What follows belongs to an exercise in optimizing a design on an open flow for small area, a short achievable clock period and few clock cycles; a production flow would make more cautious choices. At most, simulation tests tie the RTL to the original design; equivalence was not proved.

== the previous run ==
==> module alu32, before the edit <==
module alu32(clk,reset,start,a, b, aluop,out,done);
input wire clk;
input wire reset;
input wire start;
input [31:0] a;
input [31:0] b;
input [2:0] aluop;
output reg [31:0] out;
output wire done;
wire [31:0] modres;
wire sub = ~aluop[2];
wire [31:0] bx = b ^ {32{sub}};
wire [31:0] g0 = a & bx;
wire [31:0] p0 = a ^ bx;
reg [31:0] g, p;
integer i, l;
always @(*) begin
    g = g0;
    p = p0;
    g[0] = g0[0] | (p0[0] & sub);
    for (l = 1; l < 32; l = l * 2)
        for (i = 2*l-1; i < 32; i = i + 2*l) begin
            g[i] = g[i] | (p[i] & g[i-l]);
            p[i] = p[i] & p[i-l];
        end
    for (l = 8; l >= 1; l = l / 2)
        for (i = 3*l-1; i < 32; i = i + 2*l) begin
            g[i] = g[i] | (p[i] & g[i-l]);
            p[i] = p[i] & p[i-l];
        end
end
wire [31:0] sum = p0 ^ {g[30:0], sub};
mod op8(.clk(clk), .reset(reset), .start(start), .A(a), .B(b), .result(modres), .done(done));
wire sumsel = aluop[0] & (aluop[2] ^ aluop[1]);
wire sltsel = aluop[0] & ~aluop[2] & ~aluop[1];
wire [31:0] logic_ab = aluop[1] ? (aluop[2] ? ~(a | b) : a ^ b)
                                : (aluop[2] ? a | b : a & b);
wire [31:0] other = aluop[0] ? ((aluop[2] & aluop[1]) ? modres : 32'b0) : logic_ab;
wire [31:0] sumbits = {{32{sumsel}} & sum} | {31'b0, sltsel & sum[31]};
always @(*) out = other | sumbits;
endmodule
export LEC_CHECK = 0
export ABC_AREA = 1
export CAP_MARGIN = 20
export CORE_MARGIN = 2
export CORE_UTILIZATION = 40
export SLEW_MARGIN = 20
create_clock -name core_clock -period 23.0 [get_ports {clk}]
standard.sh (not shown) runs the stock make flow with config.mk's settings and CLKGATE_MAP_FILE= SYNTH_SCRIPT=/design/flow/synth_recipe.tcl, a recipe that flattens the netlist after the stock synthesis.
==> flow/flow/run.sh <==
#!/bin/bash
set -euo pipefail
bash standard.sh "BUFFER_PORTS_ARGS=-buffer_cell sky130_fd_sc_hd__buf_1" SETUP_SLACK_MARGIN=10 finish > standard.log 2>&1
## Diff of input files: the current run against the previous run
--- a/flow/design.v
+++ b/flow/design.v
@@ -448,33 +448,19 @@
 output wire done;
 wire [31:0] modres;
 wire sub = ~aluop[2];
-wire [31:0] bx = b ^ {32{sub}};
-wire [31:0] g0 = a & bx;
-wire [31:0] p0 = a ^ bx;
-reg [31:0] g, p;
-integer i, l;
+wire [32:0] sum33 = {a, 1'b1} + {b ^ {32{sub}}, sub};
+wire [31:0] sum = sum33[32:1];
+mod op8(.clk(clk), .reset(reset), .start(start), .A(a), .B(b), .result(modres), .done(done));
 always @(*) begin
-    g = g0;
-    p = p0;
-    g[0] = g0[0] | (p0[0] & sub);
-    for (l = 1; l < 32; l = l * 2)
-        for (i = 2*l-1; i < 32; i = i + 2*l) begin
-            g[i] = g[i] | (p[i] & g[i-l]);
-            p[i] = p[i] & p[i-l];
-        end
-    for (l = 8; l >= 1; l = l / 2)
-        for (i = 3*l-1; i < 32; i = i + 2*l) begin
-            g[i] = g[i] | (p[i] & g[i-l]);
-            p[i] = p[i] & p[i-l];
-        end
+    case (aluop)
+        3'b000: out = a & b;
+        3'b100: out = a | b;
+        3'b010: out = a ^ b;
+        3'b110: out = ~(a | b);
+        3'b001: out = {31'b0, sum[31]};
+        3'b101: out = sum;
+        3'b011: out = sum;
+        default: out = modres;
+    endcase
 end
-wire [31:0] sum = p0 ^ {g[30:0], sub};
-mod op8(.clk(clk), .reset(reset), .start(start), .A(a), .B(b), .result(modres), .done(done));
-wire sumsel = aluop[0] & (aluop[2] ^ aluop[1]);
-wire sltsel = aluop[0] & ~aluop[2] & ~aluop[1];
-wire [31:0] logic_ab = aluop[1] ? (aluop[2] ? ~(a | b) : a ^ b)
-                                : (aluop[2] ? a | b : a & b);
-wire [31:0] other = aluop[0] ? ((aluop[2] & aluop[1]) ? modres : 32'b0) : logic_ab;
-wire [31:0] sumbits = {{32{sumsel}} & sum} | {31'b0, sltsel & sum[31]};
-always @(*) out = other | sumbits;
 endmodule
Findings:
The current run went all the way through the flow, and no timing, DRC or antenna check failed.
The current run ends up with higher number of nets in the finished design than the previous run does.
The previous run → the current run: post-layout utilization of the core dropped 0.63 points; post-layout minimum cycle time lost 0.19 ns; fraction of synthesized cell area in xor and xnor cells increased 0.74 points.
Measured against each other, the current run and the previous run differ in area added between synthesis and finish, the lower figure coming from the current run.
Going from the previous run to the current run, non-clock inverter count in the final layout has increased; adder and majority gate portion of the synthesized area has decreased; global-route track usage on met3 has increased.
Compared the current run vs the previous run, and global-route wire length before repair is up in the current run.
Between the previous run and the current run, the worst hold slack figures differ only marginally.
The previous run ended up with out[0] as its end point of the critical path; the current run ended up with out[24].
On number of nets in the synthesized netlist: between the current run and the previous run, it ends up higher for the current run.
The run showing the greater arrival time of data at the critical path endpoint is the previous run.
Testbench counts of the current run, summed over its fixed seeds: cycles 4,027.
No functional check of the RTL was part of the previous run.


Another version of the RTL of alu32 (not shown whole).
Size in the first run: about 2100 cells after synthesis, about 69 flip-flops, roughly 100 I/O pins, ~14000 um^2 of cells after synthesis.
==> module mod, before the edit <==
module mod (
    input clk,
    input reset,
    input start,
    input [31:0] A,
    input [31:0] B,
    output [31:0] result,
    output done
);
function [4:0] clz32(input [31:0] v);
    reg [15:0] c1; reg [15:0] v1;
    reg [15:0] c2; reg [7:0] v2;
    reg [11:0] c3; reg [3:0] v3;
    reg [7:0] c4; reg [1:0] v4;
    integer i;
    begin
        for (i = 0; i < 16; i = i + 1) begin
            v1[i] = v[2*i+1] | v[2*i];
            c1[i] = ~v[2*i+1];
        end
        for (i = 0; i < 8; i = i + 1) begin
            v2[i] = v1[2*i+1] | v1[2*i];
            c2[2*i+1 -: 2] = v1[2*i+1] ? {1'b0, c1[2*i+1]} : {1'b1, c1[2*i]};
        end
        for (i = 0; i < 4; i = i + 1) begin
            v3[i] = v2[2*i+1] | v2[2*i];
            c3[3*i+2 -: 3] = v2[2*i+1] ? {1'b0, c2[4*i+3 -: 2]} : {1'b1, c2[4*i+1 -: 2]};
        end
        for (i = 0; i < 2; i = i + 1) begin
            v4[i] = v3[2*i+1] | v3[2*i];
            c4[4*i+3 -: 4] = v3[2*i+1] ? {1'b0, c3[6*i+5 -: 3]} : {1'b1, c3[6*i+2 -: 3]};
        end
        clz32 = v4[1] ? {1'b0, c4[7:4]} : {1'b1, c4[3:0]};
    end
endfunction
function [32:0] bksub(input [31:0] r, input [31:0] d);
    reg [31:0] g0, p0, g, p;
    integer i, l;
    begin
        g0 = r & ~d;
        p0 = r ^ ~d;
        g = g0;
        p = p0;
        g[0] = g0[0] | p0[0];
        for (l = 1; l < 32; l = l * 2)
            for (i = 2*l-1; i < 32; i = i + 2*l) begin
                g[i] = g[i] | (p[i] & g[i-l]);
                p[i] = p[i] & p[i-l];
            end
        for (l = 8; l >= 1; l = l / 2)
            for (i = 3*l-1; i < 32; i = i + 2*l) begin
                g[i] = g[i] | (p[i] & g[i-l]);
                p[i] = p[i] & p[i-l];
            end
        bksub = {g[31], p0 ^ {g[30:0], 1'b1}};
    end
endfunction
reg busy;
reg [3:0] c;
reg [31:0] R;
reg [33:0] X;
wire [4:0] lza = clz32(A);
wire [4:0] lzb = clz32(B);
wire [5:0] kd = {1'b0, lzb} - {1'b0, lza};
wire [4:0] k0 = kd[5] ? 5'd0 : kd[4:0];
wire [3:0] c0 = k0 / 5'd3;
wire [31:0] r1, r2, r3;
wire [32:0] t0 = bksub(R, X[31:0]);
assign r1 = (X[33:32] == 2'b00 && t0[32]) ? t0[31:0] : R;
wire [32:0] t1 = bksub(r1, X[32:1]);
assign r2 = (!X[33] && t1[32]) ? t1[31:0] : r1;
wire [32:0] t2 = bksub(r2, X[33:2]);
assign r3 = t2[32] ? t2[31:0] : r2;
wire last = c == 4'd0;
wire [3:0] cn = busy ? c - 4'd1 : c0;
wire [33:0] b2 = {B, 2'b00};
wire [33:0] x1 = cn[0] ? {b2[30:0], 3'b0} : b2;
wire [33:0] x2 = cn[1] ? {x1[27:0], 6'b0} : x1;
wire [33:0] x3 = cn[2] ? {x2[21:0], 12'b0} : x2;
wire [33:0] x4 = cn[3] ? {x3[9:0], 24'b0} : x3;
assign done = busy && last;
assign result = r3;
always @(posedge clk or posedge reset) begin
    if (reset)
        busy <= 1'b0;
    else if (busy)
        busy <= !last;
    else
        busy <= start;
end
always @(posedge clk) begin
    if (!busy) begin
        R <= A;
        c <= c0;
    end else begin
        R <= r3;
        c <= c - 4'd1;
    end
    X <= x4;
end
endmodule
export LEC_CHECK = 0
export ABC_AREA = 1
export CAP_MARGIN = 20
export CORE_MARGIN = 2
export CORE_UTILIZATION = 65
export CTS_BUF_LIST = sky130_fd_sc_hd__clkbuf_4 sky130_fd_sc_hd__clkbuf_8
export SLEW_MARGIN = 20
create_clock -name core_clock -period 23.0 [get_ports {clk}]
==> flow/flow/run.sh <==
#!/bin/bash
set -euo pipefail
bash standard.sh "BUFFER_PORTS_ARGS=-buffer_cell sky130_fd_sc_hd__buf_1" SETUP_SLACK_MARGIN=10.75 finish > standard.log 2>&1
Testbench counts at the start, summed over its fixed seeds: cycles 4,027.
Next try:
--- a/flow/design.v
+++ b/flow/design.v
@@ -337,11 +337,11 @@
     if (less_than_B) begin
         result <= TEMP;
     end
 end
 endmodule
-module mod (
+module mod #(parameter M = 3) (
     input clk,
     input reset,
     input start,
     input [31:0] A,
     input [31:0] B,
@@ -395,34 +395,31 @@
             end
         bksub = {g[31], p0 ^ {g[30:0], 1'b1}};
     end
 endfunction
 reg busy;
-reg [3:0] c;
+reg signed [5:0] kt;
 reg [31:0] R;
-reg [33:0] X;
+reg [31:0] X;
 wire [4:0] lza = clz32(A);
 wire [4:0] lzb = clz32(B);
 wire [5:0] kd = {1'b0, lzb} - {1'b0, lza};
 wire [4:0] k0 = kd[5] ? 5'd0 : kd[4:0];
-wire [3:0] c0 = k0 / 5'd3;
-wire [31:0] r1, r2, r3;
-wire [32:0] t0 = bksub(R, X[31:0]);
-assign r1 = (X[33:32] == 2'b00 && t0[32]) ? t0[31:0] : R;
-wire [32:0] t1 = bksub(r1, X[32:1]);
-assign r2 = (!X[33] && t1[32]) ? t1[31:0] : r1;
-wire [32:0] t2 = bksub(r2, X[33:2]);
-assign r3 = t2[32] ? t2[31:0] : r2;
-wire last = c == 4'd0;
-wire [3:0] cn = busy ? c - 4'd1 : c0;
-wire [33:0] b2 = {B, 2'b00};
-wire [33:0] x1 = cn[0] ? {b2[30:0], 3'b0} : b2;
-wire [33:0] x2 = cn[1] ? {x1[27:0], 6'b0} : x1;
-wire [33:0] x3 = cn[2] ? {x2[21:0], 12'b0} : x2;
-wire [33:0] x4 = cn[3] ? {x3[9:0], 24'b0} : x3;
+reg [31:0] r [0:M];
+reg [32:0] t [0:M-1];
+integer j;
+always @(*) begin
+    r[0] = R;
+    for (j = 0; j < M; j = j + 1) begin
+        t[j] = bksub(r[j], X >> j);
+        r[j+1] = (kt >= j && t[j][32]) ? t[j][31:0] : r[j];
+    end
+end
+wire last = kt < M;
+wire [4:0] kn = busy ? kt[4:0] - M : k0;
 assign done = busy && last;
-assign result = r3;
+assign result = r[M];
 always @(posedge clk or posedge reset) begin
     if (reset)
         busy <= 1'b0;
     else if (busy)
         busy <= !last;
@@ -430,16 +427,16 @@
         busy <= start;
 end
 always @(posedge clk) begin
     if (!busy) begin
         R <= A;
-        c <= c0;
+        kt <= {1'b0, k0};
     end else begin
-        R <= r3;
-        c <= c - 4'd1;
+        R <= r[M];
+        kt <= kt - M;
     end
-    X <= x4;
+    X <= B << kn;
 end
 endmodule
 module alu32(clk,reset,start,a, b, aluop,out,done);
 input wire clk;
 input wire reset;
The changed run ran to the end with no violations.
Routed wire length fell by roughly a tenth.
Die area rose slightly.
Clock skew is about the same.
Sequential cell count rose by 2.
Cell area hardly moves.
Area after synthesis rose slightly.
Final cell count stays flat.
Register-to-register slack improved by 0.35 ns.
First-iteration DRC count fell by about a fifth.
Testbench counts after the change, summed over its fixed seeds: cycles 4,027.

-- what the ideal ports hide --
How much do the figures lean on ideal ports? The routed layouts below were timed once more, with nothing changed but the port constraints. Step 1 (the two cells are an assumption about what drives the block):
set clk [get_ports {clk}]
set_driving_cell -lib_cell sky130_fd_sc_hd__clkbuf_16 $clk
set_driving_cell -lib_cell sky130_fd_sc_hd__buf_2 [delete_from_list [all_inputs] $clk]
Step 2 times the ports against the registers' clock, not the clock port: input delays grow and output delays shrink by t, the midpoint of the rising clock arrivals with the driver on. Slacks: no drivers / after step 1 / after step 2; pairs: no drivers / after step 1.
run | t, ns | slack for setup (ns) | worst setup path at the end | clock arrival spread, ns | pins driven straight from the clock port
the previous run | 0.394 | 10.136 / 10.043 / 10.043 | input to output | 0.010 / 0.009 | 1
the current run | 0.381 | 10.326 / 10.303 / 10.303 | input to output | 0.007 / 0.007 | 1
the first run of note 2 | 0.400 | 10.616 / 10.578 / 10.857 | input to output | 0.016 / 0.015 | 1
the second run of note 2 | 0.408 | 10.854 / 10.830 / 10.830 | input to output | 0.015 / 0.015 | 1
After both steps setup and hold are still met in every run listed. The setup slack of the previous run, which loses most, moves by -0.093 ns with the drivers and by -0.093 ns with both steps.
